From an optimization exercise on the open Yosys and OpenROAD flow, aimed at a short achievable clock period, few clock cycles and low power; shortcuts taken in it are not production practice. Only simulation tests tie the RTL to the original design; equivalence was not proved. Power figures rest on the tool's default switching activity, not on a simulated workload.

Design rv32i_mc, start of the top module:
module rv32i_mc (
    input         clk,
    input         reset,        
    input  [31:0] mem_rdata,    
    output [31:0] mem_addr,     
    output [31:0] mem_wdata,    
    output        mem_we        
);
For scale: about 4,000 cells after synthesis, about 1,100 flip-flops, roughly 99 I/O pins.
Settings: LEC_CHECK=0, ABC_CLOCK_PERIOD_IN_PS=3000, CAP_MARGIN=20, CORE_MARGIN=2, CORE_UTILIZATION=40, SETUP_SLACK_MARGIN=5, SLEW_MARGIN=20; clock period 11.0 ns.
run.sh (not shown) runs the stock make flow with config.mk's settings and CLKGATE_MAP_FILE= SYNTH_SCRIPT=/design/flow/synth_recipe.tcl, a recipe that flattens the netlist after the stock synthesis.
Testbench counts at the start, summed over its fixed seeds: cycles 45,721.
Edit:
--- a/flow/config.mk
+++ b/flow/config.mk
@@ -6,8 +6,6 @@
 export NUM_CORES = 4
 export LEC_CHECK = 0
-export ABC_CLOCK_PERIOD_IN_PS = 3000
 export CAP_MARGIN = 20
 export CORE_MARGIN = 2
 export CORE_UTILIZATION = 40
-export SETUP_SLACK_MARGIN = 5
 export SLEW_MARGIN = 20
Cell count goes down by 1.6%.
Area after synthesis does not change.
Setup slack degrades by 2.0 ns.
Critical path depth goes down by 2.
Edit:
--- a/flow/config.mk
+++ b/flow/config.mk
@@ -9,3 +9,4 @@
 export CORE_MARGIN = 2
 export CORE_UTILIZATION = 40
+export CTS_BUF_LIST = sky130_fd_sc_hd__clkbuf_4
 export SLEW_MARGIN = 20
Result: The changed run produced a clean layout. Utilization falls by 0.11 points. Setup slack loses 0.48 ns. Via count rises by 2.7%. Critical path depth stays the same. Worst hold slack hardly moves. Wire length rises by 0.50%. Sequential power hardly moves. Final cell count rises by 4.6%. Count of clock-buffer cells in the layout rises by 270. Design area stays flat. Flip-flop and latch count stays the same.


rv32i_mc, a different RTL version from the one above (not shown whole).
Size in the first run: about 4200 cells after synthesis, ~1200 flip-flops, ~99 I/O pins, roughly 64000 um^2 of cells after synthesis.
Design rv32i_mc, start of the top module:
module rv32i_mc (
    input         clk,
    input         reset,        
    input  [31:0] mem_rdata,    
    output [31:0] mem_addr,     
    output [31:0] mem_wdata,    
    output        mem_we        
);
Settings: LEC_CHECK=0, CAP_MARGIN=20, CORE_MARGIN=2, CORE_UTILIZATION=65, CTS_BUF_LIST=sky130_fd_sc_hd__clkbuf_8, CTS_CLUSTER_DIAMETER=60, CTS_CLUSTER_SIZE=14, SLEW_MARGIN=20; clock period 11.0 ns.
standard.sh (not shown) runs the stock make flow with config.mk's settings and CLKGATE_MAP_FILE= SYNTH_SCRIPT=/design/flow/synth_recipe.tcl, a recipe that flattens the netlist after the stock synthesis.
==> flow/flow/run.sh <==
#!/bin/bash
set -euo pipefail
bash standard.sh SETUP_SLACK_MARGIN=7 finish > standard_flow.log 2>&1
The first run went through all stages and came out clean.
Testbench counts at the start, summed over its fixed seeds: cycles 48,162.
==> next run, changes <==
==> flow/flow/run.sh (replaced) <==
#!/bin/bash
set -euo pipefail
bash standard.sh SETUP_SLACK_MARGIN=7.5 finish > standard_flow.log 2>&1
The new run ran to the end with no violations.
Wire length climbs by about a fifth.
Clock-buffer cell count does not change.
Non-clock buffer count climbs by 382.
Die area stays the same.
Power climbs by about a fifth.
Setup slack is better by 160 ps.
Register-to-register slack is better by 100 ps.
Cell count climbs by a few percent.
Sequential cell count is unchanged.
Sequential power hardly moves.
==> next run, changes <==
==> flow/flow/run.sh (replaced) <==
#!/bin/bash
set -euo pipefail
bash standard.sh SETUP_SLACK_MARGIN=7 finish > standard_flow.log 2>&1
--- a/flow/config.mk
+++ b/flow/config.mk
@@ -8,5 +8,5 @@
 export CAP_MARGIN = 20
 export CORE_MARGIN = 2
-export CORE_UTILIZATION = 65
+export CORE_UTILIZATION = 75
 export CTS_BUF_LIST = sky130_fd_sc_hd__clkbuf_8
 export CTS_CLUSTER_DIAMETER = 60
This time the run aborted during global routing (GRT-0116).
Area after synthesis stays the same.
Synthesized cell count is unchanged.


Setup of v5:
rv32i_mc again, from the RTL that the note above started with.
// rv32i_mc
module rv32i_mc (
    input         clk,
    input         reset,        
    input  [31:0] mem_rdata,    
    output [31:0] mem_addr,     
    output [31:0] mem_wdata,    
    output        mem_we        
);
export LEC_CHECK = 0
export CAP_MARGIN = 20
export CORE_MARGIN = 2
export CORE_UTILIZATION = 60
export CTS_BUF_LIST = sky130_fd_sc_hd__clkbuf_8
export CTS_CLUSTER_DIAMETER = 60
export CTS_CLUSTER_SIZE = 14
export SLEW_MARGIN = 20
create_clock -name core_clock -period 11.0 [get_ports {clk}]
==> flow/flow/run.sh <==
#!/bin/bash
set -euo pipefail
bash standard.sh SETUP_SLACK_MARGIN=7 finish > standard_flow.log 2>&1
v5 | stages: all done | timing, DRC, antenna: all pass
Testbench counts of v5, summed over its fixed seeds: cycles 48,162.
--- input diff v5..v55 ---
-- flow/config.mk --
<<< v5, line 10
export CORE_UTILIZATION = 60
>>> v55, line 10
export CORE_UTILIZATION = 65
<<< v5, line 12
export CTS_CLUSTER_DIAMETER = 60
export CTS_CLUSTER_SIZE = 14
>>> v55, line 12
export CTS_CLUSTER_DIAMETER = 70
export CTS_CLUSTER_SIZE = 16
==> notes.md <==
Comparing largest net degree at the start of global routing for v55 and v5, the smaller number came from v55. Compared with v5, v55 shows worst path buffer plus inverter count lower by 2. flop to flop as the critical path start-end classification was reported by v5, and input pin to flop by v55. On total leakage power: between v55 and v5, it ends up lower for v55. v55 vs v5, capture point of the worst path: a[1] vs rf[2][25]. Compared with v5, v55 shows a count of standard-cell rows that is 4.2% lower. Compared to v5, the router laid down more metal wire for v55. In summary, v55 completed successfully, with a layout that passed the timing, DRC and antenna checks.
The following lists how v53 was set up differently from v55:
==> flow/flow/run.sh <==
#!/bin/bash
set -euo pipefail
bash standard.sh SETUP_SLACK_MARGIN=6.5 finish > standard_flow.log 2>&1
-- flow/config.mk --
<<< v55, line 12
export CTS_CLUSTER_DIAMETER = 70
export CTS_CLUSTER_SIZE = 16
>>> v53, line 12
export CTS_CLUSTER_DIAMETER = 60
export CTS_CLUSTER_SIZE = 14
[summary]
- v53 closes out successfully: all stages finished, all timing, DRC and antenna checks passed.
- v53 vs v55: initial detailed-routing violation count down
- Between v53 and v55, it is v53 whose combinational share of power is lower, by 3.9 points.
- The total length of routed met3 wires in v53 was lower than what v55 gave.
- Hold slack delta for v53 relative to v55: 17 ps higher
- v53 vs. v55: power density relative to cell area up about 0.5%; fraction of area in registers up 2.0 points; total of plain and repair buffers excluding clock buffers down 37%.

## separate check: timing with driven ports
Ports are ideal in the flow. The routed layouts listed here were re-timed in OpenROAD. Step 1 sets driving cells, clkbuf_16 on the clock port and buf_2 on the other inputs (assumed; they add their load-dependent delay and slew). Step 2, shift: input delay + t, output delay - t, t = (earliest + latest rising clock arrival at the registers) / 2. This alone moves slack from input paths to output paths. Three values: no drivers, after step 1, after step 2; two values: the first two.
| run | t (ns) | setup WS [ns] | latest minus earliest clock arrival (ns) | slew at the worst register clock pin (ns) | cell pins on the clock port's net |
|---|---|---|---|---|---|
| the first run of note 1 | 0.814 | 4.888 / 4.811 / 4.683 | 0.042 / 0.043 | 0.07 / 0.07 | 1 |
| the second run of note 1 | 0.813 | 2.915 / 2.837 / 3.650 | 0.045 / 0.046 | 0.06 / 0.06 | 1 |
| the third run of note 1 | 1.266 | 2.439 / 2.371 / 3.638 | 0.096 / 0.097 | 0.08 / 0.08 | 1 |
| the first run of note 2 | 0.908 | 6.736 / 6.615 / 5.707 | 0.059 / 0.059 | 0.10 / 0.10 | 1 |
| the second run of note 2 | 0.925 | 6.901 / 6.518 / 5.593 | 0.086 / 0.086 | 0.11 / 0.11 | 1 |
| v5 | 0.905 | 6.894 / 6.716 / 5.810 | 0.079 / 0.079 | 0.11 / 0.11 | 1 |
| v55 | 0.883 | 6.657 / 6.612 / 5.728 | 0.050 / 0.051 | 0.12 / 0.12 | 1 |
| v53 | 0.875 | 6.480 / 6.427 / 5.552 | 0.076 / 0.076 | 0.10 / 0.10 | 1 |
After both steps setup and hold are still met in every run listed. For the second run of note 2, which loses most, drivers alone change the setup slack by -0.383 ns; drivers and shift together by -1.308 ns.
